Background: an optimization exercise with open tools, aiming at small area, a short achievable clock period and few clock cycles per item. Do not read the settings as production practice.
Where RTL was checked, it was by simulation tests only, not by an equivalence proof against the original.

## requant_top
module requant_top (
    input  wire        clk,
    input  wire        rst,
    input  wire [31:0] in_A_tdata,
    input  wire        in_A_tlast,
    input  wire        in_A_tvalid,
    output wire        in_A_tready,
    input  wire [31:0] in_bias_tdata,
    input  wire        in_bias_tlast,
    input  wire        in_bias_tvalid,
    output wire        in_bias_tready,
    input  wire [31:0] in_m_tdata,
    input  wire        in_m_tlast,
    input  wire        in_m_tvalid,
    output wire        in_m_tready,
    input  wire [7:0]  in_e_tdata,
    input  wire        in_e_tlast,
    input  wire        in_e_tvalid,
    output wire        in_e_tready,
    output wire [7:0]  out_D_tdata,
    output wire        out_D_tlast,
    output wire        out_D_tvalid,
    input  wire        out_D_tready
);
requant #(
    .D_W      (8),
    .D_W_ACC  (32),
    .OUT_BITS (8),
    .CLIP     (1)
) requant_QKV (
    .clk            (clk),
    .rst            (rst),
    .in_A_tdata     (in_A_tdata),
    .in_A_tlast     (in_A_tlast),
    .in_A_tvalid    (in_A_tvalid),
    .in_A_tready    (in_A_tready),
    .in_bias_tdata  (in_bias_tdata),
    .in_bias_tlast  (in_bias_tlast),
    .in_bias_tvalid (in_bias_tvalid),
    .in_bias_tready (in_bias_tready),
    .in_m_tdata     (in_m_tdata),
    .in_m_tlast     (in_m_tlast),
    .in_m_tvalid    (in_m_tvalid),
    .in_m_tready    (in_m_tready),
    .in_e_tdata     (in_e_tdata),
    .in_e_tlast     (in_e_tlast),
    .in_e_tvalid    (in_e_tvalid),
    .in_e_tready    (in_e_tready),
  ...
clock: 9.0 ns
lec_check: 0
cap_margin: 20
core_margin: 2
core_utilization: 40
setup_slack_margin: 5
slew_margin: 20
standard.sh (not shown) runs the stock make flow with config.mk's settings and CLKGATE_MAP_FILE= SYNTH_SCRIPT=/design/flow/synth_recipe.tcl, a recipe that flattens the netlist after the stock synthesis.
==> flow/flow/run.sh <==
#!/bin/bash
set -euo pipefail
MARGIN=${MARGIN:-5.8}
sed "s/SETUP_SLACK_MARGIN=[-0-9.]*/SETUP_SLACK_MARGIN=${MARGIN}/" standard.sh > standard_margin.sh
grep -q "SETUP_SLACK_MARGIN=${MARGIN}" standard_margin.sh
bash standard_margin.sh > flow_make.log 2>&1
The starting point produced a clean layout.
Change:
==> flow/run.sh (new file) <==
#!/bin/bash
# synth_recipe.tcl (not shown) runs the flow's synth.tcl, then flattens the netlist and writes it again
# the make line also repeats each setting of config.mk as NAME=value (left out here)
make -C /OpenROAD-flow-scripts/flow DESIGN_CONFIG=/design/flow/config.mk WORK_HOME=/design/flow/orfs CLKGATE_MAP_FILE= SYNTH_SCRIPT=/design/flow/synth_recipe.tcl finish
ABC_CLOCK_PERIOD_IN_PS = 3500   (was unset)
removed: flow/flow/run.sh
removed: flow/standard.sh
What happened: Hold slack stays flat; global-route usage is lower by 1.7 points; design area fell by roughly a tenth; maximum frequency decreases slightly.
No run of this note included a check of the RTL's function; only the layout flow was run.


## raven
Another version of the RTL of requant_top (not shown whole).
For scale: roughly 4,500 cells after synthesis, roughly 660 flip-flops, about 130 I/O pins, ~46,000 µm² of cells after synthesis.
clock: 9.0 ns
lec_check: 0
cap_margin: 20
core_margin: 2
core_utilization: 40
setup_slack_margin: 5
slew_margin: 20
==> flow/flow/run.sh <==
#!/bin/bash
set -euo pipefail
MARGIN=${MARGIN:-5.6}
sed "s/SETUP_SLACK_MARGIN=[-0-9.]*/SETUP_SLACK_MARGIN=${MARGIN}/" standard.sh > standard_margin.sh
grep -q "SETUP_SLACK_MARGIN=${MARGIN}" standard_margin.sh
bash standard_margin.sh > flow_make.log 2>&1
Testbench counts of raven, summed over its fixed seeds: cycles 8,056, items 8,000.
Inputs modified between raven and harbor:
==> flow/run.sh (new file) <==
#!/bin/bash
# synth_recipe.tcl (not shown) runs the flow's synth.tcl, then flattens the netlist and writes it again
# the make line also repeats each setting of config.mk as NAME=value (left out here)
make -C /OpenROAD-flow-scripts/flow DESIGN_CONFIG=/design/flow/config.mk WORK_HOME=/design/flow/orfs CLKGATE_MAP_FILE= SYNTH_SCRIPT=/design/flow/synth_recipe.tcl finish
removed: flow/flow/run.sh
removed: flow/standard.sh
For harbor and raven, there was not a single run that failed to finish clean. Per the comparison of harbor with raven, initial antenna violation count went up, multi-input combinational cell area went down.

[afterwards: timing with drivers on the ports]
No port has a modelled driver above. Below, the same layouts with a new extraction and two added sets of constraints.
Step 1, drivers: a clkbuf_16 drives clk and a buf_2 each remaining input, both assumed.
Step 2, shift: input delay + t, output delay - t, t = (earliest + latest rising clock arrival at the registers) / 2. This alone moves slack from input paths to output paths.
Slacks: ideal ports / drivers / drivers and shift; pairs: ideal ports / drivers.
| run | t, ns | setup slack, ns | worst hold slack (ns) | worst setup path at the end | worst register clock-pin slew, ns |
|---|---|---|---|---|---|
| the first run of note 1 | 0.720 | 5.187 / 5.187 / 5.165 | 0.322 / 0.322 / 0.322 | input to register | 0.07 / 0.07 |
| the second run of note 1 | 0.701 | 5.148 / 5.148 / 4.610 | 0.320 / 0.320 / 0.320 | input to register | 0.07 / 0.07 |
| raven | 0.734 | 5.681 / 5.607 / 5.064 | 0.320 / 0.320 / 0.320 | input to register | 0.07 / 0.07 |
| harbor | 0.730 | 5.111 / 5.111 / 4.713 | 0.325 / 0.325 / 0.325 | input to register | 0.07 / 0.07 |
After both steps every run listed still meets setup and hold. For raven, which loses most, drivers alone change the setup slack by -0.074 ns; drivers and shift together by -0.617 ns.
